What follows belongs to an exercise in optimizing a design on an open flow for small area and a short achievable clock period; a production flow would make more cautious choices. RTL that was checked went through simulation tests only; none was proved equivalent to the original. For runs 2 to 6, only the layout was checked, not whether the RTL still works.

==> flow/design.v <==
module ALU( clk, rst, sw, c, d, led, dp );
  input [15:0] sw;
  input clk;
  input rst;
  output reg dp;
  output reg [0:6] c;
  output reg [3:0] d;
  output [15:0] led;
  reg led15, led14, led13;
  assign led = {led15, led14, led13, 13'b0};
  reg [15:0] s;       
  reg [15:0] p;       
  reg [3:0]  m;       
  reg [4:0]  k;       
  wire first = (m == 4'd10);
  function [16:0] addc(input [15:0] a, input [15:0] b, input ci);
    integer i;
    reg cy;
    begin
      cy = ci;
      for (i = 0; i < 16; i = i + 1) begin
        addc[i] = a[i] ^ b[i] ^ cy;
        cy = (a[i] & b[i]) | (cy & (a[i] ^ b[i]));
      end
      addc[16] = cy;
    end
  endfunction
  function [11:0] cneg12(input [11:0] a, input ng);
    integer i;
    reg cy;
    begin
      cy = ng;
      for (i = 0; i < 12; i = i + 1) begin
        cneg12[i] = (a[i] ^ ng) ^ cy;
        cy = cy & (a[i] ^ ng);
      end
    end
  endfunction
  function [15:0] cneg16(input [15:0] a, input ng);
    integer i;
    reg cy;
    begin
      cy = ng;
      for (i = 0; i < 16; i = i + 1) begin
        cneg16[i] = (a[i] ^ ng) ^ cy;
        cy = cy & (a[i] ^ ng);
      end
    end
  endfunction
  function ovf(input [15:0] x);
    begin
      if (x[15])
        ovf = (x[14:0] <= 15'd22768);
      else
        ovf = (x[14:0] >= 15'd10000);
    end
  endfunction
  wire [5:0] sa = s[15:10];
  wire [5:0] sb = s[9:4];
  wire [2:0] scmd = s[3:1];
  wire       sfp  = s[0];
  wire       fpmd = sfp & (scmd[2:1] == 2'b01);
  wire [5:0] ua = cneg12({6'b0, sa}, sa[5]);    
  wire [5:0] ub = cneg12({6'b0, sb}, sb[5]);
  wire sa32 = (sa == 6'b100000);
  wire sb32 = (sb == 6'b100000);
  wire qneg = fpmd ? (sa32 ^ sb32) : (sa[5] ^ sb[5]);
  reg [10:0] mag_mul;
  always @* begin : mulblk
    reg [10:0] acc;
    integer i;
    acc = 0;
    for (i = 0; i < 5; i = i + 1)
      if (ub[i]) acc = addc({5'b0, acc}, {11'b0, ua[4:0]} << i, 1'b0);
    if (ua[5]) acc = {ub[4:0], 5'b0} | {ub[5], 10'b0};
    else if (ub[5]) acc = {ua[4:0], 5'b0};
    mag_mul = acc;
  end
  reg [5:0] uq;
  reg [5:0] ur;
  always @* begin : divblk
    reg [6:0] r;
    reg [16:0 ] t;
    integer j;
    r = 0;
    for (j = 5; j >= 0; j = j - 1) begin
      r = {r[5:0], ua[j]};
      t = addc({9'b0, r}, {9'h1ff, ~{1'b0, ub}}, 1'b1);    
      uq[j] = t[16];
      if (t[16]) r = t[6:0];
    end
    ur = r[5:0];
  end
  wire [11:0] mag = (scmd == 3'd2) ? {1'b0, mag_mul} :
                    (scmd == 3'd3) ? {6'b0, uq} :
                    (sb == 6'd0)   ? 12'd0 : {6'b0, ur};
  wire        mneg = (scmd == 3'd4) ? sa[5] : qneg;
  wire [11:0] mres = cneg12(mag, mneg);
  wire [16:0] as_full = addc({{10{sa[5]}}, sa}, {{10{sb[5]}}, sb} ^ {16{scmd[0]}}, scmd[0]);
  wire [6:0]  asr = as_full[6:0];
  reg [5:0] shr;
  always @* begin : shrblk
    integer i;
    for (i = 0; i < 6; i = i + 1)
      shr[i] = ({26'b0, sb} + i <= 5) ? sa[i + sb] : sa[5];
  end
  wire [15:0] sxa = {{10{sa[5]}}, sa};
  wire [15:0] shl = sxa << sb;
  reg [15:0] fct;
  always @* begin
    case (sa[2:0])
      3'd0, 3'd1: fct = sfp ? 16'd12    : 16'd1;
      3'd2: fct = sfp ? 16'd25    : 16'd2;
      3'd3: fct = sfp ? 16'd75    : 16'd6;
      3'd4: fct = sfp ? 16'd300   : 16'd24;
      3'd5: fct = sfp ? 16'd1500  : 16'd120;
      3'd6: fct = sfp ? 16'd9000  : 16'd720;
      default: fct = sfp ? 16'd63000 : 16'd5040;
    endcase
  end
  reg [15:0] arith;
  always @* begin
    case (scmd)
      3'd0, 3'd1: arith = {{9{asr[6]}}, asr};
      3'd2, 3'd3, 3'd4: arith = {{4{mres[11]}}, mres};
      3'd5: arith = {{10{shr[5]}}, shr};
      3'd6: arith = shl;
      default: arith = (sa[5:3] == 3'b000) ? fct : 16'd0;
    endcase
  end
  wire [15:0] out = (first | led15 | led14) ? 16'd0 : arith;
  wire [5:0] A = sw[15:10];
  wire [5:0] B = sw[9:4];
  wire [2:0] cmd = sw[3:1];
  wire fp = sw[0];
  wire ov_out  = ovf(out);
  wire ov_outl = ovf({out[12:0], 3'b000});
  wire bz = (B == 6'd0);
  wire sgn = A[5] ^ B[5];
  reg ov, neg;
  always @* begin
    ov  = ov_out;
    neg = out[15];
    case (cmd)
      3'd7: begin ov = ~A[5] & (A[4] | A[3]); neg = 1'b0; end
      3'd5, 3'd6: if (bz) begin ov = 1'b0; neg = A[5]; end
      3'd2: if (fp) begin ov = 1'b0; neg = sgn; end
      3'd3: if (fp) begin ov = ov_outl; neg = sgn | out[12]; end
      default: ;
    endcase
  end
  reg [15:0] res;
  always @* begin
    res = p;
    case (scmd)
      3'd7: res = sa[5] ? 16'd0 : (sa[4:3] != 2'b00) ? 16'd10000 :
                  (sa[2:0] == 3'd0 || sa[2:0] == 3'd1) ? 16'd1 :
                  (sa[2:0] == 3'd2) ? 16'd2 : (sa[2:0] == 3'd3) ? 16'd6 :
                  (sa[2:0] == 3'd4) ? 16'd24 : (sa[2:0] == 3'd5) ? 16'd120 :
                  (sa[2:0] == 3'd6) ? 16'd720 : 16'd5040;
      3'd5, 3'd6: if (sb == 6'd0) res = {{10{sa[5]}}, sa};
      3'd2: if (sfp) res = {3'b000, p[15:3]};
      3'd3: if (sfp) res = {p[12:0], 3'b000};
      default: ;
    endcase
  end
  wire [15:0] ab = cneg16(res, res[15]);
  reg [4:0] fq;    
  always @* begin
    case (ab[2:0])
      3'd0: fq = 5'd0;     
      3'd1: fq = 5'd3;     
      3'd2: fq = 5'd6;     
      3'd3: fq = 5'd9;     
      3'd4: fq = 5'd12;    
      3'd5: fq = 5'd13;    
      3'd6: fq = 5'd18;    
      default: fq = 5'd21;  
    endcase
  end
  reg [1:0] f01;   
  always @* begin
    case (ab[2:0])
      3'd2, 3'd3: f01 = 2'd1;
      3'd4: f01 = 2'd2;
      3'd6, 3'd7: f01 = 2'd3;
      default: f01 = 2'd0;
    endcase
  end
  wire [15:0] y = {3'b000, ab[15:3]};
  wire [16:0] t1 = addc(y, {y[11:0], 4'b0}, 1'b0);
  wire [16:0] t2 = addc(t1[15:0], {y[12:0], 3'b0}, 1'b0);
  wire [16:0] t3 = addc(t2[15:0], {11'b0, fq}, 1'b0);
  wire [15:0] num = sfp ? {t3[13:0], f01} : ab;
  function [4:0] dcell(input [3:0] r, input b);
    begin
      dcell[4] = r[3] | (r[2] & (r[1] | r[0]));
      dcell[3] = (r[2] & ~r[1] & ~r[0]) | (r[3] & r[0]);
      dcell[2] = (r[1] & (~r[2] | r[0])) | (r[3] & ~r[0]);
      dcell[1] = (~r[3] & ~r[2] & r[0]) | (r[2] & r[1] & ~r[0]) | (r[3] & ~r[0]);
      dcell[0] = b;
    end
  endfunction
  reg [3:0] r0, r1, r2, r3;
  always @* begin : bcdblk
    reg [12:0] q1;
    reg [9:0] q2;
    reg [6:0] q3;
    reg [4:0] o;
    integer i;
    r0 = {1'b0, num[15:13]};
    for (i = 12; i >= 0; i = i - 1) begin o = dcell(r0, num[i]); q1[i] = o[4]; r0 = o[3:0]; end
    r1 = {1'b0, q1[12:10]};
    for (i = 9; i >= 0; i = i - 1) begin o = dcell(r1, q1[i]); q2[i] = o[4]; r1 = o[3:0]; end
    r2 = {1'b0, q2[9:7]};
    for (i = 6; i >= 0; i = i - 1) begin o = dcell(r2, q2[i]); q3[i] = o[4]; r2 = o[3:0]; end
    r3 = {1'b0, q3[6:4]};
    for (i = 3; i >= 0; i = i - 1) begin o = dcell(r3, q3[i]); r3 = o[3:0]; end
  end
  reg [1:0] sel;
  always @* begin
    case (k)
      5'd0, 5'd5, 5'd6, 5'd12, 5'd18, 5'd19, 5'd25, 5'd31: sel = 2'd3;
      5'd4, 5'd10, 5'd11, 5'd17, 5'd23, 5'd24, 5'd29, 5'd30: sel = 2'd2;
      5'd2, 5'd3, 5'd9, 5'd15, 5'd16, 5'd21, 5'd22, 5'd28: sel = 2'd1;
      default: sel = 2'd0;
    endcase
    if (first) sel = 2'd0;
  end
  wire [3:0] dig = first ? 4'd0 :
                   (sel == 2'd0) ? r0 : (sel == 2'd1) ? r1 : (sel == 2'd2) ? r2 : r3;
  function [0:6] seg( input [3:0] x );
    case( x )
      4'd0: seg = 7'b0000001;
      4'd1: seg = 7'b1001111;
      4'd2: seg = 7'b0010010;
      4'd3: seg = 7'b0000110;
      4'd4: seg = 7'b1001100;
      4'd5: seg = 7'b0100100;
      4'd6: seg = 7'b0100000;
      4'd7: seg = 7'b0001111;
      4'd8: seg = 7'b0000000;
      4'd9: seg = 7'b0000100;
      default: seg = 7'b0000001;
    endcase
  endfunction
  wire refresh = (m == 4'd0) | first;
  always @(posedge clk) begin
    s <= sw;
    p <= out;
    if (rst) begin
      led15 <= 0;
      led14 <= 0;
      led13 <= 0;
      m <= 4'd10;
      k <= 5'd0;
      c <= 0;
      d <= 4'b1111;
      dp <= 1;
    end else begin
      led15 <= ov;
      led14 <= (cmd == 3'd3) & bz;
      led13 <= neg;
      m <= (m == 4'd9) ? 4'd0 : (first ? 4'd1 : m + 4'd1);
      if (m == 4'd9) k <= k + 5'd1;
      if (refresh) begin
        c <= seg(dig);
        d <= ~(4'b0001 << sel);
        dp <= ~((sel == 2'd2) & fp);
      end
    end
  end
endmodule
==> flow/run.sh <==
#!/bin/bash
# synth_recipe.tcl (not shown) runs the flow's synth.tcl, then flattens the netlist and writes it again
# the make line also repeats each setting of config.mk as NAME=value (left out here)
make -C /OpenROAD-flow-scripts/flow DESIGN_CONFIG=/design/flow/config.mk WORK_HOME=/design/flow/orfs CLKGATE_MAP_FILE= SYNTH_SCRIPT=/design/flow/synth_recipe.tcl finish
==> flow/config.mk <==
export PLATFORM = sky130hd
export DESIGN_NAME = ALU
export DESIGN_NICKNAME = ALU
export VERILOG_FILES = /design/flow/design.v
export SDC_FILE = /design/flow/constraint.sdc
export NUM_CORES = 4
export LEC_CHECK = 0
export ABC_AREA = 1
export CAP_MARGIN = 20
export CORE_MARGIN = 2
export CORE_UTILIZATION = 40
export SLEW_MARGIN = 20
==> flow/constraint.sdc <==
create_clock -name core_clock -period 180.0 [get_ports {clk}]
set_input_delay 36.0000 -clock core_clock [delete_from_list [all_inputs] [get_ports {clk}]]
set_output_delay 36.0000 -clock core_clock [all_outputs]
set_load 0.01 [all_outputs]
==> impl_metrics.json, run 1 <==
{
  "syn_inst": 1816,
  "whs_ns": 0.452,
  "die_h_um": 172,
  "cp.depth": 11,
  "synth_area_per_cell_sq_um": 6.22,
  "crit_type": "primary input to flip-flop",
  "grt_setup_unrepaired": "no",
  "synth_warnings": 1,
  "wl_per_cell_um": 13.8,
  "yosysTopAreaCell": "nand2_1",
  "endpoint_kind": "flip-flop",
  "clk_path_buf_depth": 2,
  "start_kind": "primary input",
  "place_ws_ns": 141.69,
  "slew_violations": 0,
  "initial_utilization_pct": 40.6,
  "core_area_sq_um": 27800,
  "path_max_fanout": 16,
  "dieArea_sq_um": 29600,
  "fin_setup_tns_ns": 0,
  "nets": 2003,
  "gp_congestion": 0.952,
  "skew_ns": 0.00726,
  "min_path_type": "flip-flop to flip-flop",
  "routed-via-count": 11600,
  "max_freq_ghz": 0.0263,
  "worst_path_max_delay_cell": "clkdlybuf4s50_1",
  "layout.cells.non_filler": 2205,
  "yosysUniqueCellTypes": 58,
  "cap_violations": 0,
  "areaGrowthSynthToFinish_pct": 8.18,
  "max_stage_delay_ns": 0.89,
  "final_util_pct": 44.0,
  "drt_pass1_iterations": 6,
  "clkSinkCount": 58,
  "cts_resized": 0,
  "critical_path_buf_inv_count": 4,
  "grt_pass1_vias": 11000,
  "async_flop_share_pct": 0,
  "holdBufCountCts": 0,
  "die_w_um": 172,
  "grt_use_total_pct": 20.8,
  "ant_nets": 0,
  "fp-row-count": 61,
  "tightestPinTransition_ns": 1.03,
  "cts-root-buf": "clkbuf_16",
  "stdcell_area_sq_um": 12200,
  "drt_iter0_markers": 738,
  "setup_viol": 0,
  "syn_area_sq_um": 11300,
  "grt_first_pass_wirelength_um": 50600,
  "clock_latency_ns": 0.33,
  "grt_max_degree": 49,
  "dp_hpwl_um": 24600,
  "critPathTopFamily": "buffers and inverters",
  "dpl_cell_area_sq_um": 11900,
  "cts_tree": "built",
  "critPathArrivalTime_ns": 38.20,
  "route.detailed.drc": 0,
  "final.setup.worst_slack_ns": 142.01,
  "h-tree-depth": 3,
  "cts_inserted_buffers": 9,
  "min_period_ns": 37.99,
  "drt-total-wl_um": 30500,
  "yosysSeqAreaShare_pct": 10.3,
  "cts_setup_buffers": 0,
  "synth_area_leaders": "nand2_1 (15%), fa_1 (12%), ha_1 (11%), dfxtp_1 (10%), inv_1 (7.2%)",
  "synth_edf_count": 0,
  "layout-drive-gt1-share_pct": 7.50,
  "hold_depth": 2,
  "crit_chain": "clkdlybuf4s50_1 -> clkinv_1 -> nand2_1 -> nor2_1 -> inv_1 -> nor2_1 -> inv_1 -> nand2_1 -> a21oi_1 -> o21ai_0 -> and3_1",
  "hold_viol": 0,
  "port_buffers": 32,
  "via_per_inst": 5.27,
  "finalCritPeriodShare_pct": 21.1,
  "dpl.cell_count": 2189,
  "clkTransAtPathRegs_ns": 0.05,
  "worstRegToRegCells": 86,
  "num_io_pins": 46,
  "synth_top_cell_area_share_pct": 15.4,
  "grt_antenna_before_repair": 0,
  "run_status": "complete, no violations",
  "n_antenna_cell": 0,
  "synth_seq_cells": 58,
  "grt_overflow_total": 0,
  "required_ns": 180.21,
  "relSlewSlack_pct": 30.8,
  "synth-main-ff-cell": "dfxtp_1"
}
[final timing paths]
kind / from / to / slack (ns)
min reg2reg: d[2] / d[2] / 0.45
max: rst / flip-flop / 142.01
min: d[2] / d[2] / 0.45
max reg2reg: s[4] / led15 / 160.66
[flip-flops by register name, summed over array words and instances (netlist names), named ones only]
register and cells:
led14 1, led15 1, m 4, dp 1, p 16, k 5
c 7, d 4, s 16, led13 1
[tightest hold or removal path, stage by stage, from the launching register on]
cell and delay [ns]:
dfxtp_1 0.30, nand2_1 0.06, nand2_1 0.05
[kinds of logic (layout without fill, tap and decap cells)]
logic type | Yosys count | count (layout) | share of synthesized area (%)
other cells | 1 | 13 | 0.0332
fa+ha+maj | 163 | 163 | 22.5
flops | 58 | 58 | 10.3
buf+inv | 309 | 308 | 10.8
simple gates | 900 | 900 | 34.9
compound gates | 340 | 340 | 18.0
mux | 1 | 1 | 0.0887
xor+xnor | 44 | 44 | 3.41
[placed cells by master (no fill, tap or decap), drive strengths merged, types with 20 or more instances in the layout]
master / count
o211ai: 20
nand2: 494
nand3: 137
fa: 66
dfxtp: 58
ha: 97
clkdlybuf4s50: 32
xor2: 22
a21oi: 84
nand4: 46
o21ai: 157
nor3: 21
inv: 245
nor2: 185
xnor2: 22
[Yosys cell counts, types with 4 or more instances]
| library cell | instances |
|---|---|
| clkbuf_1 | 36 |
| o22ai_1 | 12 |
| a21oi_1 | 77 |
| o21a_1 | 6 |
| o2111ai_1 | 7 |
| inv_1 | 217 |
| nor3_1 | 21 |
| a21oi_2 | 6 |
| clkinv_1 | 8 |
| xnor2_1 | 22 |
| nor2_2 | 9 |
| nand3_2 | 7 |
| fa_1 | 66 |
| a22oi_1 | 7 |
| xor2_1 | 22 |
| buf_4 | 17 |
| o21ai_0 | 136 |
| o21ai_2 | 8 |
| nand2_2 | 29 |
| ha_1 | 97 |
| or2_2 | 12 |
| nand4_1 | 46 |
| o21ai_1 | 13 |
| a31oi_1 | 12 |
| inv_2 | 27 |
| buf_1 | 4 |
| nor2_4 | 6 |
| nand3_1 | 129 |
| nor2_1 | 170 |
| nand2_1 | 463 |
| o211ai_1 | 20 |
| dfxtp_1 | 58 |
| o221ai_1 | 7 |
| a221oi_1 | 4 |
[cell type report]
type / instances / area, sq um
clock buffer: 9 / 225
clock inverter: 7 / 77.6
fill: 2952 / 15600
inverter: 252 / 946
multi-input combinational: 1461 / 8950
sequential: 58 / 1160
tap: 378 / 473
timing repair buffer: 40 / 380
[layer usage]
metal  up-vias  GRT usage [%]  wire length [um]
met5         -              0                 0
met1      5313           26.1             13500
met2       287           38.0             15000
met4         0           5.66               756
met3        52           1.97              1300
li1       5976              -                 -
==> inputs of run 2 (changes only) <==
--- a/flow/design.v
+++ b/flow/design.v
@@ -5,9 +5,9 @@
   output reg dp;
   output reg [0:6] c;
   output reg [3:0] d;
-  output [15:0] led;
-  reg led15, led14, led13;
-  assign led = {led15, led14, led13, 13'b0};
+  output reg [15:0] led;    
+  wire led15 = led[15];
+  wire led14 = led[14];
   reg [15:0] s;       
   reg [15:0] p;       
   reg [3:0]  m;       
@@ -249,18 +249,14 @@
     s <= sw;
     p <= out;
     if (rst) begin
-      led15 <= 0;
-      led14 <= 0;
-      led13 <= 0;
+      led <= 16'd0;
       m <= 4'd10;
       k <= 5'd0;
       c <= 0;
       d <= 4'b1111;
       dp <= 1;
     end else begin
-      led15 <= ov;
-      led14 <= (cmd == 3'd3) & bz;
-      led13 <= neg;
+      led <= {ov, (cmd == 3'd3) & bz, neg, 13'b0};
       m <= (m == 4'd9) ? 4'd0 : (first ? 4'd1 : m + 4'd1);
       if (m == 4'd9) k <= k + 5'd1;
       if (refresh) begin
==> flow/flow/run.sh (new file) <==
#!/bin/bash
# Own layout flow: the standard synthesis, then the combinational logic
# re-mapped with a stronger ABC script (registers and their names kept),
# then the standard layout from the re-mapped netlist.
set -euo pipefail
W=$(pwd)
R=$W/orfs/results/$FLOW_PLATFORM/ALU/base
YOSYS=$(command -v yosys || echo "$FLOW_HOME/../tools/install/yosys/bin/yosys")
bash standard.sh synth > "$W/std_synth.log" 2>&1
cp "$R/1_2_yosys.v" "$W/std_1_2_yosys.v"
export REMAP_LIB=$FLOW_HOME/platforms/$FLOW_PLATFORM/lib/sky130_fd_sc_hd__tt_025C_1v80.lib
export REMAP_IN=$W/std_1_2_yosys.v
export REMAP_OUT=$W/remap_1_2_yosys.v
export REMAP_SCRIPT=$W/flow/abc.script
export REMAP_TOP=$FLOW_TOP
export REMAP_DONT_USE="$(sed -n '/DONT_USE_CELLS += /,/^#/p' "$FLOW_HOME/platforms/$FLOW_PLATFORM/config.mk" | grep -o 'sky130_fd_sc_hd__[a-z0-9_]*' | tr '\n' ' ')"
"$YOSYS" -c "$W/flow/remap.tcl" > "$W/remap.log" 2>&1
cp "$REMAP_OUT" "$R/1_2_yosys.v"
rm -f "$R/1_synth.odb" "$R/1_synth.sdc"
bash standard.sh > "$W/layout.log" 2>&1
==> flow/flow/abc.script (new file) <==
strash
balance
rewrite
refactor
balance
rewrite
rewrite -z
balance
refactor -z
rewrite -z
balance
dch -f
amap
==> flow/flow/remap.tcl (new file) <==
# Re-map the combinational logic of the standard synthesis netlist with a
# stronger ABC script. Registers (and their instance names) are kept as is.
set lib $::env(REMAP_LIB)
set in  $::env(REMAP_IN)
set out $::env(REMAP_OUT)
set scr $::env(REMAP_SCRIPT)
set dont_use {}
foreach c $::env(REMAP_DONT_USE) { lappend dont_use -dont_use $c }
yosys read_liberty -ignore_miss_func $lib
yosys read_verilog $in
yosys hierarchy -top $::env(REMAP_TOP)
# keep sequential and tie cells as they are
set fh [open $in r]
set text [read $fh]
close $fh
set keep {}
foreach name [lsort -unique [regexp -all -inline {sky130_fd_sc_hd__[a-z0-9_]+} $text]] {
  if {[regexp {__(e?s?df|dl)} $name]} { lappend keep $name }
}
foreach m $keep { yosys blackbox $m }
yosys stat -liberty $lib
yosys flatten
yosys rename -hide {w:*.*}
yosys opt_clean -purge
yosys techmap
yosys opt -fast
yosys abc -liberty $lib {*}$dont_use -script $scr
yosys opt_clean -purge
yosys read_liberty -lib -ignore_redef $lib
yosys hilomap -hicell sky130_fd_sc_hd__conb_1 HI -locell sky130_fd_sc_hd__conb_1 LO
yosys splitnets
yosys opt_clean -purge
yosys insbuf -buf sky130_fd_sc_hd__buf_4 A X
yosys opt_clean -purge
yosys opt_clean -purge
yosys stat -liberty $lib
yosys check -assert
yosys write_verilog -noattr -noexpr -nohex -nodec $out
==> flow/standard.sh (new file) <==
#!/bin/bash
# synth_recipe.tcl (not shown) runs the flow's synth.tcl, then flattens the netlist and writes it again
# the make line also repeats each setting of config.mk as NAME=value (left out here)
make -C /OpenROAD-flow-scripts/flow DESIGN_CONFIG=/design/flow/config.mk WORK_HOME=/design/flow/orfs CLKGATE_MAP_FILE= SYNTH_SCRIPT=/design/flow/synth_recipe.tcl "${@:-finish}"
removed: flow/run.sh
==> run 2 against run 1 <==
  * Synthesized cell count down 15%
  * Worst setup slack better by 0.23 ns
  * Maximum frequency up 0.62%
  * Via count down 7.9%
  * Critical path type unchanged
  * Non-clock buffer count up 1
  * Clock skew up 0.0031 ns
  * Die area down 26%
  * Still clean on timing, DRC and antenna
  * Synthesized area down 26%
  * Hold slack worse by 0.0025 ns
==> impl_metrics.json, run 2 <==
{
  "endpoint_kind": "flip-flop",
  "clkSinkCount": 58,
  "reg_top3": "p: 16 flops, s: 16 flops, c: 7 flops",
  "cts_setup_buffers": 0,
  "final_common_cell": "nor2_1",
  "drt_iter0_markers": 894,
  "run_status": "complete, no violations",
  "grt_pass1_vias": 9115,
  "core_area_sq_um": 20300,
  "relSlewSlack_pct": 39.8,
  "r2r_end": "c[3]",
  "start_kind": "primary input",
  "synth_warnings": 1,
  "setup_viol": 0,
  "num_io_pins": 46,
  "grt_setup_unrepaired": "no",
  "path_max_fanout": 12,
  "routed-via-count": 10700,
  "layout_common_cells": "nor2_1 (449), clkinv_1 (179), a21oi_1 (156)",
  "cts_inserted_buffers": 9,
  "grt_max_degree": 33,
  "finalCritPeriodShare_pct": 21.0,
  "critPathTopFamily": "buffers and inverters",
  "skew_ns": 0.0103,
  "die_h_um": 148,
  "r2r_start": "s[1]",
  "cts_tree": "built",
  "clk_path_buf_depth": 2,
  "layout-drive-gt1-share_pct": 1.50,
  "hold_viol": 0,
  "areaGrowthSynthToFinish_pct": 12.0,
  "syn_area_sq_um": 8300,
  "grt_antenna_before_repair": 0,
  "critPathArrivalTime_ns": 37.96,
  "regArea_sq_um": 1160,
  "grt_overflow_total": 0,
  "die_w_um": 148,
  "synth_area_per_cell_sq_um": 5.39,
  "crit_type": "primary input to flip-flop",
  "hold_depth": 1,
  "tightestPinTransition_ns": 0.903,
  "min_period_ns": 37.75,
  "route.detailed.drc": 0,
  "dp_hpwl_um": 20600,
  "grt_use_total_pct": 23.4,
  "whs_ns": 0.449,
  "nets": 1608,
  "cap_violations": 0,
  "via_per_inst": 5.74,
  "min_from": "m[0]",
  "gp_congestion": 0.991,
  "clock_latency_ns": 0.33,
  "syn_inst": 1540,
  "drt_pass1_iterations": 5,
  "fill_cells": 2193,
  "drt-total-wl_um": 26200,
  "wl_per_cell_um": 14.0,
  "fp-row-count": 52,
  "holdBufCountCts": 0,
  "h-tree-depth": 3,
  "initial_utilization_pct": 40.9,
  "grt_first_pass_wirelength_um": 43400,
  "min_path_type": "flip-flop to flip-flop",
  "worstRegToRegCells": 78,
  "max_stage_delay_ns": 0.68,
  "n_antenna_cell": 0,
  "max_freq_ghz": 0.0265,
  "required_ns": 180.21,
  "dieArea_sq_um": 21900,
  "critical_path_buf_inv_count": 2,
  "min_to": "m[0]",
  "clkTransAtPathRegs_ns": 0.05,
  "ant_nets": 0,
  "r2r_slack_ns": 163.70,
  "multi_input_area_sq_um": 6450,
  "crit_chain": "clkdlybuf4s50_1 -> clkinv_1 -> o211ai_1 -> or2_0 -> o21ai_0 -> a211oi_1 -> nor3_1",
  "cts_resized": 0,
  "critPathLaunch": "rst",
  "slew_violations": 0,
  "worst_path_max_delay_cell": "clkdlybuf4s50_1",
  "fin_setup_tns_ns": 0,
  "cts-root-buf": "clkbuf_16",
  "port_buffers": 32
}
## run 2: changes by cell type in the layout (fill, tap and decap cells not counted), sizes merged, moves of 43 or more
cell / previous run / this run
nand2: 494 / 145
inv: 245 / 0
a21oi: 84 / 156
nand3: 137 / 25
o22ai: 13 / 56
nand4: 46 / 3
ha: 97 / 0
clkinv: 9 / 183
fa: 66 / 0
nor2: 185 / 449
## run 2: through the flow
stage	setup WS, ns	cell area (sq um)	utilization [%]	std cells
after floorplan	142.77	8300	-	1540
after global placement	141.87	9010	44.4	1849
after detailed placement	141.91	9010	44.4	1849
after CTS	142.24	9300	45.8	1865
after global routing	142.05	9300	45.8	1865
final	142.25	9300	45.8	1865
## run 2: worst register-to-register path: cells and delay by family (launching register included)
family / cells / cell delay, ns
flops: 1 / 0.62
simple gates: 36 / 5.98
buf+inv: 16 / 3.17
compound gates: 26 / 6.42
## run 2: per-layer routing
| layer | wire length, um | track usage (%) |
|---|---|---|
| met1 | 12500 | 33.8 |
| met2 | 11000 | 36.5 |
| met3 | 2000 | 2.82 |
| met4 | 666 | 7.14 |
| met5 | 0 | 0 |
## run 2: worst max path at each step
| stage | endpoint | slack [ns] | depth (start not counted) |
|---|---|---|---|
| floorplan | led[15] | 142.77 | 7 |
| global placement | flip-flop | 141.87 | 7 |
| detailed placement | flip-flop | 141.91 | 7 |
| CTS | led[15] | 142.24 | 8 |
| global route | flip-flop | 142.05 | 7 |
| finish | flip-flop | 142.25 | 7 |
## run 2: final cells by class
type	count	share of cell area, %
sequential	58	12.5
clock inverter	6	0.619
multi-input combinational	1301	69.4
tap	270	3.63
clock buffer	10	2.46
inverter	179	7.23
timing repair buffer	41	4.17
==> inputs of run 3 (changes only) <==
--- a/flow/design.v
+++ b/flow/design.v
@@ -164,11 +164,14 @@
       default: ;
     endcase
   end
-  wire [15:0] ab = cneg16(res, res[15]);
+  wire        ng = res[15];
+  wire [15:0] v  = res ^ {16{ng}};
+  wire [2:0]  x3 = v[2:0] + {2'b00, ng};           
+  wire        cy = ng & (v[2:0] == 3'b111);        
   reg [4:0] fq;    
   always @* begin
-    case (ab[2:0])
-      3'd0: fq = 5'd0;     
+    case (x3)
+      3'd0: fq = cy ? 5'd25 : 5'd0;   
       3'd1: fq = 5'd3;     
       3'd2: fq = 5'd6;     
       3'd3: fq = 5'd9;     
@@ -180,43 +183,65 @@
   end
   reg [1:0] f01;   
   always @* begin
-    case (ab[2:0])
+    case (x3)
       3'd2, 3'd3: f01 = 2'd1;
       3'd4: f01 = 2'd2;
       3'd6, 3'd7: f01 = 2'd3;
       default: f01 = 2'd0;
     endcase
   end
-  wire [15:0] y = {3'b000, ab[15:3]};
+  wire [15:0] y = {3'b000, v[15:3]};
   wire [16:0] t1 = addc(y, {y[11:0], 4'b0}, 1'b0);
   wire [16:0] t2 = addc(t1[15:0], {y[12:0], 3'b0}, 1'b0);
   wire [16:0] t3 = addc(t2[15:0], {11'b0, fq}, 1'b0);
-  wire [15:0] num = sfp ? {t3[13:0], f01} : ab;
-  function [4:0] dcell(input [3:0] r, input b);
-    begin
-      dcell[4] = r[3] | (r[2] & (r[1] | r[0]));
-      dcell[3] = (r[2] & ~r[1] & ~r[0]) | (r[3] & r[0]);
-      dcell[2] = (r[1] & (~r[2] | r[0])) | (r[3] & ~r[0]);
-      dcell[1] = (~r[3] & ~r[2] & r[0]) | (r[2] & r[1] & ~r[0]) | (r[3] & ~r[0]);
-      dcell[0] = b;
-    end
-  endfunction
-  reg [3:0] r0, r1, r2, r3;
+  wire [15:0] num = sfp ? {t3[13:0], f01} : v;
+  wire        inc = ~sfp & ng;                     
+  function [2:0] mupd(input [2:0] m, input b);    
+    begin
+      mupd[0] = (m[1] ^ b) | m[2];
+      mupd[1] = (m[0] & ~m[1] & ~b) | (m[0] & ~m[2] & b);
+      mupd[2] = (~m[0] & m[1] & ~b) | (m[2] & b);
+    end
+  endfunction
+  function par(input [2:0] m);                     
+    par = m[0] & ~m[2];
+  endfunction
+  function [2:0] enc(input [2:0] x);               
+    case (x)
+      3'd0, 3'd5: enc = 3'b000;
+      3'd1, 3'd6: enc = 3'b001;
+      3'd2, 3'd7: enc = 3'b010;
+      3'd3: enc = 3'b011;
+      default: enc = 3'b101;
+    endcase
+  endfunction
+  function [2:0] minc(input [2:0] m);              
+    case (m)
+      3'b000: minc = 3'b001;
+      3'b001: minc = 3'b010;
+      3'b010: minc = 3'b011;
+      3'b011: minc = 3'b101;
+      default: minc = 3'b000;
+    endcase
+  endfunction
+  reg [2:0] M0, M1, M2, M3;
+  reg [12:0] q1;
+  reg [9:0] q2;
+  reg [6:0] q3;
   always @* begin : bcdblk
-    reg [12:0] q1;
-    reg [9:0] q2;
-    reg [6:0] q3;
-    reg [4:0] o;
-    integer i;
-    r0 = {1'b0, num[15:13]};
-    for (i = 12; i >= 0; i = i - 1) begin o = dcell(r0, num[i]); q1[i] = o[4]; r0 = o[3:0]; end
-    r1 = {1'b0, q1[12:10]};
-    for (i = 9; i >= 0; i = i - 1) begin o = dcell(r1, q1[i]); q2[i] = o[4]; r1 = o[3:0]; end
-    r2 = {1'b0, q2[9:7]};
-    for (i = 6; i >= 0; i = i - 1) begin o = dcell(r2, q2[i]); q3[i] = o[4]; r2 = o[3:0]; end
-    r3 = {1'b0, q3[6:4]};
-    for (i = 3; i >= 0; i = i - 1) begin o = dcell(r3, q3[i]); r3 = o[3:0]; end
-  end
+    integer i;
+    M0 = enc(num[15:13]);
+    for (i = 12; i >= 0; i = i - 1) begin q1[i] = par(M0) ^ num[i+1]; M0 = mupd(M0, num[i]); end
+    M1 = enc(q1[12:10]);
+    for (i = 9; i >= 0; i = i - 1) begin q2[i] = par(M1) ^ q1[i+1]; M1 = mupd(M1, q1[i]); end
+    M2 = enc(q2[9:7]);
+    for (i = 6; i >= 0; i = i - 1) begin q3[i] = par(M2) ^ q2[i+1]; M2 = mupd(M2, q2[i]); end
+    M3 = enc(q3[6:4]);
+    for (i = 3; i >= 0; i = i - 1) M3 = mupd(M3, q3[i]);
+  end
+  wire n0 = (M0 == 3'b101) & num[0];    
+  wire n1 = (M1 == 3'b101) & q1[0];
+  wire n2 = (M2 == 3'b101) & q2[0];
   reg [1:0] sel;
   always @* begin
     case (k)
@@ -227,21 +252,32 @@
     endcase
     if (first) sel = 2'd0;
   end
-  wire [3:0] dig = first ? 4'd0 :
-                   (sel == 2'd0) ? r0 : (sel == 2'd1) ? r1 : (sel == 2'd2) ? r2 : r3;
-  function [0:6] seg( input [3:0] x );
-    case( x )
-      4'd0: seg = 7'b0000001;
-      4'd1: seg = 7'b1001111;
-      4'd2: seg = 7'b0010010;
-      4'd3: seg = 7'b0000110;
-      4'd4: seg = 7'b1001100;
-      4'd5: seg = 7'b0100100;
-      4'd6: seg = 7'b0100000;
-      4'd7: seg = 7'b0001111;
-      4'd8: seg = 7'b0000000;
-      4'd9: seg = 7'b0000100;
-      default: seg = 7'b0000001;
+  reg [2:0] Ms;
+  reg ps, cs;
+  always @* begin
+    case (sel)
+      2'd0: begin Ms = M0; ps = num[0]; cs = 1'b1; end
+      2'd1: begin Ms = M1; ps = q1[0];  cs = n0; end
+      2'd2: begin Ms = M2; ps = q2[0];  cs = n0 & n1; end
+      default: begin Ms = M3; ps = q3[0]; cs = n0 & n1 & n2; end
+    endcase
+  end
+  wire       up = inc & cs;
+  wire [2:0] Md = first ? 3'b000 : up ? minc(Ms) : Ms;
+  wire       pd = ~first & (ps ^ up);
+  function [0:6] segm( input [2:0] m, input p );
+    case ({m, p})
+      4'b0000: segm = 7'b0000001;   
+      4'b0011: segm = 7'b1001111;   
+      4'b0100: segm = 7'b0010010;   
+      4'b0111: segm = 7'b0000110;   
+      4'b1010: segm = 7'b1001100;   
+      4'b0001: segm = 7'b0100100;   
+      4'b0010: segm = 7'b0100000;   
+      4'b0101: segm = 7'b0001111;   
+      4'b0110: segm = 7'b0000000;   
+      4'b1011: segm = 7'b0000100;   
+      default: segm = 7'b0000001;
     endcase
   endfunction
   wire refresh = (m == 4'd0) | first;
@@ -260,7 +296,7 @@
       m <= (m == 4'd9) ? 4'd0 : (first ? 4'd1 : m + 4'd1);
       if (m == 4'd9) k <= k + 5'd1;
       if (refresh) begin
-        c <= seg(dig);
+        c <= segm(Md, pd);
         d <= ~(4'b0001 << sel);
         dp <= ~((sel == 2'd2) & fp);
       end
--- a/flow/flow/run.sh
+++ b/flow/flow/run.sh
@@ -12,9 +12,10 @@
 export REMAP_IN=$W/std_1_2_yosys.v
 export REMAP_OUT=$W/remap_1_2_yosys.v
 export REMAP_SCRIPT=$W/flow/abc.script
+export REMAP_SCRIPT_IN=$W/flow/abc_in.script
 export REMAP_TOP=$FLOW_TOP
 export REMAP_DONT_USE="$(sed -n '/DONT_USE_CELLS += /,/^#/p' "$FLOW_HOME/platforms/$FLOW_PLATFORM/config.mk" | grep -o 'sky130_fd_sc_hd__[a-z0-9_]*' | tr '\n' ' ')"
 "$YOSYS" -c "$W/flow/remap.tcl" > "$W/remap.log" 2>&1
 cp "$REMAP_OUT" "$R/1_2_yosys.v"
 rm -f "$R/1_synth.odb" "$R/1_synth.sdc"
-bash standard.sh > "$W/layout.log" 2>&1
+bash standard.sh BUFFER_PORTS_ARGS="-buffer_cell sky130_fd_sc_hd__buf_1" finish > "$W/layout.log" 2>&1
==> flow/flow/abc_in.script (new file) <==
strash
dch -f
map
topo
--- a/flow/flow/remap.tcl
+++ b/flow/flow/remap.tcl
@@ -24,6 +24,12 @@
 yosys opt_clean -purge
 yosys techmap
 yosys opt -fast
+# logic fed by the input ports (up to the registers) is mapped on its own,
+# so that the inputs stay close to the registers they feed
+set ffsel {}
+foreach m $keep { lappend ffsel -$m }
+yosys select -set incone i:* %co*:[join $ffsel :]
+yosys abc -liberty $lib {*}$dont_use -script $::env(REMAP_SCRIPT_IN) @incone
 yosys abc -liberty $lib {*}$dont_use -script $scr
 yosys opt_clean -purge
 yosys read_liberty -lib -ignore_redef $lib
--- a/flow/config.mk
+++ b/flow/config.mk
@@ -9,4 +9,5 @@
 export CAP_MARGIN = 20
 export CORE_MARGIN = 2
 export CORE_UTILIZATION = 40
+export CTS_BUF_LIST = sky130_fd_sc_hd__clkbuf_4
 export SLEW_MARGIN = 20
==> run 3 against run 2 <==
  * Still clean
  * Clock skew increased by 0.0090 ns
  * Die area decreased by 1.4%
  * Clock-buffer cell count decreased by 1
  * Synthesized area decreased by 1.4%
  * Sequential share of layout area increased by 0.57 points
  * Utilization decreased by 1.7 points
  * Worst setup slack improved by 0.82 ns
  * Synthesized cell count decreased by 3.7%
  * First-iteration DRC count increased by 16%
  * Highest routed layer unchanged
==> impl_metrics.json, run 3 <==
{
  "areaGrowthSynthToFinish_pct": 8.70,
  "layout-drive-gt1-share_pct": 2.08,
  "synth_warnings": 1,
  "crit_chain": "buf_1",
  "routed-via-count": 10500,
  "regArea_sq_um": 1160,
  "hold_depth": 2,
  "worst_path_max_delay_cell": "dfxtp_1",
  "die_w_um": 147,
  "cap_violations": 0,
  "tightestPinTransition_ns": 0.933,
  "dieArea_sq_um": 21600,
  "r2r_start": "s[6]",
  "grt_overflow_total": 0,
  "route.detailed.drc": 0,
  "num_io_pins": 46,
  "drt-total-wl_um": 26100,
  "ant_nets": 0,
  "clkSinkCount": 58,
  "fin_setup_tns_ns": 0,
  "crit_type": "flip-flop to output port",
  "cp.depth": 1,
  "clk_path_buf_depth": 2,
  "initial_utilization_pct": 40.6,
  "min_path_type": "flip-flop to flip-flop",
  "max_freq_ghz": 0.0271,
  "finalCritPeriodShare_pct": 20.5,
  "wl_per_cell_um": 14.4,
  "cts_tree": "built",
  "required_ns": 144.00,
  "dp_hpwl_um": 20100,
  "cts_resized": 0,
  "nets": 1554,
  "grt_pass1_vias": 9076,
  "h-tree-depth": 3,
  "clkTransAtPathRegs_ns": 0.12,
  "reg_top3": "p: 16 flops, s: 16 flops, c: 7 flops",
  "grt_first_pass_wirelength_um": 43400,
  "worstRegToRegCells": 73,
  "synth_area_per_cell_sq_um": 5.52,
  "endpoint_kind": "output port",
  "grt_setup_unrepaired": "no",
  "multi_input_area_sq_um": 6410,
  "min_from": "c[0]",
  "hold_viol": 0,
  "slew_violations": 0,
  "cts_inserted_buffers": 9,
  "port_buffers": 32,
  "path_max_fanout": 2,
  "fill_cells": 2248,
  "clock_latency_ns": 0.42,
  "run_status": "complete, no violations",
  "fp-row-count": 52,
  "die_h_um": 147,
  "grt_max_degree": 44,
  "setup_viol": 0,
  "start_kind": "flip-flop",
  "via_per_inst": 5.79,
  "syn_area_sq_um": 8180,
  "holdBufCountCts": 0,
  "cts-root-buf": "clkbuf_4",
  "core_area_sq_um": 20200,
  "syn_inst": 1483,
  "critPathLaunch": "d[1]",
  "skew_ns": 0.0194,
  "max_stage_delay_ns": 0.36,
  "drt_pass1_iterations": 7,
  "min_period_ns": 36.93,
  "gp_congestion": 0.978,
  "cts_setup_buffers": 0,
  "grt_antenna_before_repair": 1,
  "drt_iter0_markers": 1038,
  "critPathArrivalTime_ns": 0.93,
  "layout_common_cells": "nor2_1 (409), clkinv_1 (161), nand2_1 (159)",
  "critical_path_buf_inv_count": 1,
  "grt_use_total_pct": 23.6,
  "final_common_cell": "nor2_1",
  "critPathTopFamily": "flip-flops",
  "relSlewSlack_pct": 37.4
}
run 3: changes by cell type in the layout (fill, tap and decap cells not counted), sizes merged, moves of 10 or more:
cell / before / now
o32ai: 17 / 7
o21ai: 151 / 137
nand2: 145 / 159
buf: 9 / 44
clkdlybuf4s50: 32 / 0
o211ai: 7 / 32
clkinv: 183 / 163
nor2: 449 / 409
a21oi: 156 / 133
run 3: worst register-to-register path: cells and delay by family, from the launching register on:
family	cells	cell delay [ns]
AO/OA/AOI/OAI	25	6.43
buffers and inverters	15	2.77
AND/OR/NAND/NOR	33	6.20
flip-flops	1	0.45
run 3: layer usage:
metal	global-route usage, %	up-vias	wire length [um]
li1	-	5426	-
met1	34.1	4605	12400
met2	37.3	414	11200
met3	3.04	49	2080
met4	6.25	0	444
met5	0	-	0
run 3: through the flow:
stage	utilization [%]	setup slack (ns)	cell area, sq um	instances	hold slack (ns)
floorplan	-	143.13	8180	1483	0.517
global placement	43.2	142.65	8720	1795	0.494
detailed placement	43.2	142.66	8720	1795	0.498
CTS	44.1	143.04	8890	1811	0.515
global route	44.1	142.99	8890	1812	0.543
finish	44.1	143.07	8890	1812	0.514
run 3: final cells by class:
type	instances	area share [%]
clock buffers	9	0.760
well taps	270	3.80
diodes	1	0.0281
multi-input cells	1262	72.1
repair buffers	44	2.36
flip-flops and latches	58	13.1
inverters	161	6.80
clock inverters	7	1.14
run 3: worst paths after layout:
check	endpoint	slack [ns]
setup reg to reg	c[3]	164.12
setup / recovery	d[1]	143.07
hold / removal	c[0]	0.51
hold reg to reg	c[0]	0.51
==> inputs of run 4 (changes only) <==
--- a/flow/flow/run.sh
+++ b/flow/flow/run.sh
@@ -18,4 +18,4 @@
 "$YOSYS" -c "$W/flow/remap.tcl" > "$W/remap.log" 2>&1
 cp "$REMAP_OUT" "$R/1_2_yosys.v"
 rm -f "$R/1_synth.odb" "$R/1_synth.sdc"
-bash standard.sh BUFFER_PORTS_ARGS="-buffer_cell sky130_fd_sc_hd__buf_1" finish > "$W/layout.log" 2>&1
+bash standard.sh BUFFER_PORTS_ARGS="-buffer_cell sky130_fd_sc_hd__buf_1" CTS_ARGS="-sink_clustering_enable -repair_clock_nets -buf_list {sky130_fd_sc_hd__clkbuf_4 sky130_fd_sc_hd__clkbuf_8} -dont_use_dummy_load" finish > "$W/layout.log" 2>&1
==> flow/flow/abc.script (replaced) <==
strash
balance
rewrite
refactor
balance
rewrite
rewrite -z
balance
refactor -z
rewrite -z
balance
&get -n
&deepsyn -T 120
&put
dch -f
amap
--- a/flow/config.mk
+++ b/flow/config.mk
@@ -9,5 +9,6 @@
 export CAP_MARGIN = 20
 export CORE_MARGIN = 2
 export CORE_UTILIZATION = 40
-export CTS_BUF_LIST = sky130_fd_sc_hd__clkbuf_4
+export CTS_BUF_LIST = sky130_fd_sc_hd__clkbuf_4 sky130_fd_sc_hd__clkbuf_8
+export GPL_TIMING_DRIVEN = 0
 export SLEW_MARGIN = 20
==> run 4 against run 3 <==
  * Utilization about the same
  * Sequential share of layout area up 0.88 points
  * Global-route usage about the same
  * Synthesized area down 5.2%
  * Critical path depth up 5
  * Via count down 6.8%
  * Clock skew up 0.0051 ns
  * Sequential cell count unchanged
==> impl_metrics.json, run 4 <==
{
  "run_status": "complete, no violations",
  "grt_max_degree": 26,
  "drt-total-wl_um": 24700,
  "num_io_pins": 46,
  "cts-root-buf": "clkbuf_8",
  "cts_resized": 0,
  "grt_first_pass_wirelength_um": 39800,
  "core_area_sq_um": 18900,
  "grt_pass1_vias": 8200,
  "whs_ns": 0.496,
  "final_common_cell": "nor2_1",
  "nets": 1466,
  "cts_tree": "built",
  "finalCritPeriodShare_pct": 20.9,
  "die_w_um": 143,
  "grt_setup_unrepaired": "no",
  "holdBufCountCts": 0,
  "ant_nets": 0,
  "clock_latency_ns": 0.36,
  "skew_ns": 0.0245,
  "port_buffers": 32,
  "layout-drive-gt1-share_pct": 1.04,
  "clkTransAtPathRegs_ns": 0.08,
  "syn_inst": 1405,
  "dp_hpwl_um": 19200,
  "areaGrowthSynthToFinish_pct": 7.42,
  "max_stage_delay_ns": 0.71,
  "clkSinkCount": 58,
  "reg_top3": "p: 16 flops, s: 16 flops, c: 7 flops",
  "synth_area_per_cell_sq_um": 5.52,
  "drt_iter0_markers": 771,
  "setup_viol": 0,
  "required_ns": 180.30,
  "cts_setup_buffers": 0,
  "n_antenna_cell": 0,
  "routed-via-count": 9777,
  "grt_use_total_pct": 23.6,
  "endpoint_kind": "flip-flop",
  "critPathLaunch": "rst",
  "worst_path_max_delay_cell": "buf_1",
  "min_period_ns": 37.61,
  "dpl_cell_area_sq_um": 8200,
  "layout_common_cells": "nor2_1 (365), clkinv_1 (174), nand2_1 (158)",
  "cp.depth": 6,
  "cap_violations": 0,
  "via_per_inst": 5.73,
  "fill_cells": 2091,
  "synth_warnings": 1,
  "initial_utilization_pct": 41.1,
  "wl_per_cell_um": 14.5,
  "route.detailed.drc": 0,
  "grt_antenna_before_repair": 0,
  "min_path_type": "flip-flop to flip-flop",
  "syn_area_sq_um": 7760,
  "worstRegToRegCells": 97,
  "dpl.cell_count": 1697,
  "gp_congestion": 1.02,
  "h-tree-depth": 3,
  "max_freq_ghz": 0.0266,
  "die_h_um": 143,
  "clk_path_buf_depth": 2,
  "crit_type": "primary input to flip-flop",
  "stdcell_area_sq_um": 8330,
  "hold_viol": 0,
  "dieArea_sq_um": 20500,
  "grt_overflow_total": 0,
  "cts_inserted_buffers": 9,
  "hold_depth": 2,
  "path_max_fanout": 22,
  "r2r_start": "s[6]",
  "start_kind": "primary input",
  "drt_pass1_iterations": 6,
  "fp-row-count": 50,
  "tightestPinTransition_ns": 1.08,
  "layout.cells.non_filler": 1706,
  "crit_chain": "buf_1 -> clkinv_1 -> nand3b_1 -> nand2_1 -> o2111ai_1 -> o2111a_1",
  "fin_setup_tns_ns": 0,
  "critPathTopFamily": "buffers and inverters",
  "critical_path_buf_inv_count": 2,
  "relSlewSlack_pct": 25.9,
  "min_from": "c[0]",
  "slew_violations": 0,
  "critPathArrivalTime_ns": 37.91
}
[run 4: per-stage QoR]
step                util (%)  setup slack, ns
floorplan                  -           143.13
global placement        43.4           142.02
detailed placement      43.4           142.01
CTS                     44.1           142.39
global route            44.1           142.25
finish                  44.1           142.39
[run 4: cell type report]
type	instances	area (sq um)	area share [%]
plain buffers	2	15.0	0.180
clock buffers	9	124	1.49
inverters	174	653	7.84
multi-input cells	1171	5930	71.2
flip-flops and latches	58	1160	13.9
well taps	260	325	3.90
repair buffers	32	120	1.44
[run 4: routing by layer]
| layer | global-route usage [%] | part of all wire [%] | up-vias |
|---|---|---|---|
| li1 | - | - | 5063 |
| met1 | 34.4 | 49 | 4290 |
| met2 | 35.7 | 41 | 388 |
| met3 | 3.69 | 7.9 | 36 |
| met4 | 6.71 | 1.8 | 0 |
| met5 | 0 | 0 | - |
[run 4: path summary, 6_finish.rpt]
path,endpoint,slack (ns)
setup reg to reg,c[6],161.15
setup / recovery,flip-flop,142.39
hold / removal,c[0],0.50
hold reg to reg,c[0],0.50
[run 4: worst min-delay path: stages, from the launching register on]
cell     delay [ns]
dfxtp_1        0.31
nor2_1         0.09
nor3_1         0.05
==> inputs of run 5 (changes only) <==
--- a/flow/flow/run.sh
+++ b/flow/flow/run.sh
@@ -12,7 +12,6 @@
 export REMAP_IN=$W/std_1_2_yosys.v
 export REMAP_OUT=$W/remap_1_2_yosys.v
 export REMAP_SCRIPT=$W/flow/abc.script
-export REMAP_SCRIPT_IN=$W/flow/abc_in.script
 export REMAP_TOP=$FLOW_TOP
 export REMAP_DONT_USE="$(sed -n '/DONT_USE_CELLS += /,/^#/p' "$FLOW_HOME/platforms/$FLOW_PLATFORM/config.mk" | grep -o 'sky130_fd_sc_hd__[a-z0-9_]*' | tr '\n' ' ')"
 "$YOSYS" -c "$W/flow/remap.tcl" > "$W/remap.log" 2>&1
--- a/flow/flow/remap.tcl
+++ b/flow/flow/remap.tcl
@@ -24,12 +24,6 @@
 yosys opt_clean -purge
 yosys techmap
 yosys opt -fast
-# logic fed by the input ports (up to the registers) is mapped on its own,
-# so that the inputs stay close to the registers they feed
-set ffsel {}
-foreach m $keep { lappend ffsel -$m }
-yosys select -set incone i:* %co*:[join $ffsel :]
-yosys abc -liberty $lib {*}$dont_use -script $::env(REMAP_SCRIPT_IN) @incone
 yosys abc -liberty $lib {*}$dont_use -script $scr
 yosys opt_clean -purge
 yosys read_liberty -lib -ignore_redef $lib
removed: flow/flow/abc_in.script
==> run 5 against run 4 <==
  * Cell count shrank 5.5%
  * Sequential share of layout area is 0.54 points higher
  * Wire length decreased by 2.0%
  * Hold slack got worse by 0.028 ns
  * Synthesized cell count fell by 4.5%
  * Clock-buffer cell count is the same
  * Sequential cell count is the same
  * Synthesized area down 3.7%
==> impl_metrics.json, run 5 <==
{
  "grt_antenna_before_repair": 0,
  "grt_setup_unrepaired": "no",
  "layout_common_cells": "nor2_1 (306), clkinv_1 (174), o21ai_0 (164)",
  "whs_ns": 0.468,
  "ant_nets": 0,
  "path_max_fanout": 4,
  "drt_iter0_markers": 750,
  "drt_pass1_iterations": 6,
  "clkSinkCount": 58,
  "run_status": "complete, no violations",
  "gp_congestion": 0.991,
  "use_met3_pct": 3.06,
  "finalCritPeriodShare_pct": 20.9,
  "h-tree-depth": 3,
  "setup_viol": 0,
  "clock_latency_ns": 0.34,
  "critPathArrivalTime_ns": 37.82,
  "grt_busiest_layer": "met2",
  "cap_violations": 0,
  "syn_area_sq_um": 7470,
  "grt_use_total_pct": 23.7,
  "max_freq_ghz": 0.0266,
  "final_common_cell": "nor2_1",
  "areaGrowthSynthToFinish_pct": 7.32,
  "via_per_inst": 5.90,
  "gr-usage-met2_pct": 37.4,
  "skew_ns": 0.0181,
  "grt_max_degree": 28,
  "holdBufCountCts": 0,
  "fin_setup_tns_ns": 0,
  "die_w_um": 141,
  "slew_violations": 0,
  "fp-row-count": 49,
  "grt_overflow_total": 0,
  "reg_top3": "p: 16 flops, s: 16 flops, c: 7 flops",
  "synth_area_per_cell_sq_um": 5.57,
  "required_ns": 180.18,
  "synth_warnings": 1,
  "nets": 1404,
  "clk_path_buf_depth": 2,
  "route.detailed.drc": 0,
  "dp_hpwl_um": 19100,
  "min_period_ns": 37.64,
  "grt_first_pass_wirelength_um": 39300,
  "tightestPinTransition_ns": 0.976,
  "dieArea_sq_um": 19800,
  "syn_inst": 1342,
  "cts_setup_buffers": 0,
  "clkTransAtPathRegs_ns": 0.07,
  "drt-total-wl_um": 24200,
  "die_h_um": 141,
  "cts_resized": 0,
  "routed-via-count": 9510,
  "grt_pass1_vias": 8157,
  "cts_tree": "built",
  "min_path_type": "flip-flop to flip-flop",
  "layout-drive-gt1-share_pct": 1.01,
  "port_buffers": 32,
  "grtUsageMet1_pct": 33.5,
  "cts-root-buf": "clkbuf_8",
  "relSlewSlack_pct": 33.3,
  "cts_inserted_buffers": 9,
  "num_io_pins": 46,
  "endpoint_kind": "flip-flop",
  "start_kind": "primary input",
  "core_area_sq_um": 18100,
  "hold_viol": 0,
  "initial_utilization_pct": 41.2,
  "crit_type": "primary input to flip-flop",
  "n_antenna_cell": 0,
  "wl_per_cell_um": 15.0
}
run 5: worst paths after layout:
kind | start | end | slack (ns) | cells past startpoint
setup / recovery | sw[9] | led[15] | 142.36 | 9
hold / removal | c[1] | c[1] | 0.47 | 2
setup reg to reg | s[4] | c[6] | 162.09 | 92
hold reg to reg | c[1] | c[1] | 0.47 | 2
run 5: critical path: stages:
cell	delay (ns)
buf_1	0.12
nor4_1	0.33
nand2_1	0.15
a2111oi_0	0.61
clkinv_1	0.21
nand3_1	0.11
nor3_1	0.05
a21oi_1	0.15
a21oi_1	0.08
run 5: metal layers:
layer	vias up	routed length, um
li1	4890	-
met1	4177	11400
met2	397	10500
met3	46	1780
met4	0	537
met5	-	0
run 5: layout make-up:
| cell class | count | area (sq um) |
|---|---|---|
| Timing Repair Buffer | 33 | 125 |
| Fill cell | 1995 | 10100 |
| Inverter | 174 | 653 |
| Tap cell | 229 | 287 |
| Multi-Input combinational cell | 1108 | 5650 |
| Sequential cell | 58 | 1160 |
| Buffer | 2 | 15.0 |
| Clock buffer | 9 | 124 |
run 5: per-stage QoR:
step                cell area (sq um)  util [%]  setup WS (ns)  instances
floorplan                        7470         -         142.67       1342
global placement                 7880      43.4         142.11       1603
detailed placement               7880      43.4         142.09       1604
CTS                              8010      44.1         142.41       1613
global route                     8020      44.2         142.10       1613
finish                           8020      44.2         142.36       1613
==> inputs of run 6 (changes only) <==
--- a/flow/flow/run.sh
+++ b/flow/flow/run.sh
@@ -17,4 +17,4 @@
 "$YOSYS" -c "$W/flow/remap.tcl" > "$W/remap.log" 2>&1
 cp "$REMAP_OUT" "$R/1_2_yosys.v"
 rm -f "$R/1_synth.odb" "$R/1_synth.sdc"
-bash standard.sh BUFFER_PORTS_ARGS="-buffer_cell sky130_fd_sc_hd__buf_1" CTS_ARGS="-sink_clustering_enable -repair_clock_nets -buf_list {sky130_fd_sc_hd__clkbuf_4 sky130_fd_sc_hd__clkbuf_8} -dont_use_dummy_load" finish > "$W/layout.log" 2>&1
+bash standard.sh BUFFER_PORTS_ARGS="-buffer_cell sky130_fd_sc_hd__buf_2" CTS_ARGS="-sink_clustering_enable -repair_clock_nets -buf_list {sky130_fd_sc_hd__clkbuf_4 sky130_fd_sc_hd__clkbuf_8} -dont_use_dummy_load" finish > "$W/layout.log" 2>&1
==> run 6 against run 5 <==
  * Still clean on timing, DRC and antenna
  * Clock-buffer cell count is the same
  * Utilization grew 0.19 points
  * Critical path depth is the same
  * Non-clock buffer count is the same
  * Sequential share of layout area shrank 0.061 points
==> impl_metrics.json, run 6 <==
{
  "run_status": "complete, no violations",
  "layout-drive-gt1-share_pct": 3.25,
  "num_io_pins": 46,
  "r2r_start": "s[4]",
  "grt_pass1_vias": 8383,
  "required_ns": 180.19,
  "endpoint_kind": "flip-flop",
  "path_max_fanout": 4,
  "via_per_inst": 5.91,
  "layout_common_cells": "nor2_1 (306), clkinv_1 (174), o21ai_0 (164)",
  "initial_utilization_pct": 41.2,
  "clkTransAtPathRegs_ns": 0.06,
  "clkSinkCount": 58,
  "grt_first_pass_wirelength_um": 39900,
  "reg_top3": "p: 16 flops, s: 16 flops, c: 7 flops",
  "drt_iter0_markers": 754,
  "grt_antenna_before_repair": 0,
  "cts_tree": "built",
  "synth_warnings": 1,
  "routed-via-count": 9526,
  "port_buffers": 32,
  "n_antenna_cell": 0,
  "die_w_um": 141,
  "crit_type": "primary input to flip-flop",
  "cts_inserted_buffers": 9,
  "core_area_sq_um": 18100,
  "finalCritPeriodShare_pct": 20.8,
  "h-tree-depth": 3,
  "wl_per_cell_um": 15.0,
  "clock_latency_ns": 0.34,
  "critPathLaunch": "sw[9]",
  "areaGrowthSynthToFinish_pct": 7.77,
  "grt_overflow_total": 0,
  "syn_inst": 1342,
  "max_freq_ghz": 0.0267,
  "synth_area_per_cell_sq_um": 5.57,
  "setup_viol": 0,
  "clk_path_buf_depth": 2,
  "ant_nets": 0,
  "min_period_ns": 37.40,
  "start_kind": "primary input",
  "cap_violations": 0,
  "holdBufCountCts": 0,
  "drt_pass1_iterations": 6,
  "critPathArrivalTime_ns": 37.59,
  "final.setup.worst_slack_ns": 142.60,
  "syn_area_sq_um": 7470,
  "fp-row-count": 49,
  "drt-total-wl_um": 24300,
  "slew_violations": 0,
  "dp_hpwl_um": 19300,
  "grt_setup_unrepaired": "no",
  "final_common_cell": "nor2_1",
  "cts-root-buf": "clkbuf_8",
  "place_ws_ns": 142.26,
  "nets": 1404,
  "cts_setup_buffers": 0,
  "grt_use_total_pct": 23.9,
  "grt_max_degree": 28,
  "relSlewSlack_pct": 25.4,
  "skew_ns": 0.0240,
  "die_h_um": 141,
  "fill_cells": 1976,
  "min_path_type": "flip-flop to flip-flop",
  "gp_congestion": 0.966,
  "dieArea_sq_um": 19800,
  "fin_setup_tns_ns": 0,
  "min_from": "c[2]",
  "cts_resized": 0,
  "route.detailed.drc": 0,
  "tightestPinTransition_ns": 1.12,
  "hold_viol": 0
}
[run 6: area by class of cell]
type                    instances  area (sq um)  share of cell area [%]
plain buffers                   2          15.0                   0.186
flip-flops and latches         58          1160                    14.4
inverters                     174           653                    8.11
well taps                     229           287                    3.56
repair buffers                 33           165                    2.05
clock buffers                   9           124                    1.54
multi-input cells            1108          5650                    70.1
[run 6: path summary, 6_finish.rpt]
kind | endpoint | slack [ns] | cells past startpoint
max reg2reg | c[6] | 162.03 | 94
min | c[2] | 0.45 | 2
max | led[15] | 142.60 | 9
min reg2reg | c[2] | 0.45 | 2
[run 6: stage by stage]
step | hold WS [ns] | utilization [%] | std cells | area [sq um]
5_1_grt | 0.499 | 44.4 | 1613 | 8050
3_3_place_gp | 0.444 | 43.6 | 1603 | 7920
6_report | 0.453 | 44.4 | 1613 | 8050
4_1_cts | 0.464 | 44.3 | 1613 | 8050
2_1_floorplan | 0.437 | - | 1342 | 7470
3_5_place_dp | 0.449 | 43.7 | 1604 | 7920
[run 6: worst max-delay path, cell delays in order]
cell and delay [ns]:
buf_2 0.13, nor4_1 0.29, nand2_1 0.14, a2111oi_0 0.48, clkinv_1 0.20, nand3_1 0.11
nor3_1 0.05, a21oi_1 0.12, a21oi_1 0.07
[run 6: per-layer routing]
layer	track usage, %	wire, um	vias up
met5	0	0	-
met4	7.95	611	0
met3	2.34	1740	55
met2	38.7	10600	376
met1	33.4	11300	4203
li1	-	-	4892

## re-timing with driven ports
In the flow no input, the clock included, has a driving cell. The finished layouts below were timed again as built, in two steps. Step 1 (the two cells are an assumption about what drives the block):
set clk [get_ports {clk}]
set_driving_cell -lib_cell sky130_fd_sc_hd__clkbuf_16 $clk
set_driving_cell -lib_cell sky130_fd_sc_hd__buf_2 [delete_from_list [all_inputs] $clk]
Step 2 also shifts input and output timing later by t, the mid clock arrival at the registers, as if the neighbouring blocks saw the same clock. Slacks: no drivers / after step 1 / after step 2; pairs: no drivers / after step 1.
run	shift t [ns]	setup slack, ns	worst slew at a driven data input, ns
run 1	0.364	142.014 / 142.029 / 141.665	0.03
run 2	0.355	142.249 / 142.260 / 141.905	0.03
run 3	0.441	143.073 / 143.039 / 142.657	0.03
run 4	0.381	142.390 / 142.398 / 142.018	0.03
run 5	0.359	142.358 / 142.367 / 142.008	0.03
run 6	0.353	142.599 / 142.607 / 142.255	0.03
After both steps every run listed still meets setup and hold. The setup slack of run 3, which loses most, moves by -0.034 ns with the drivers and by -0.416 ns with both steps.
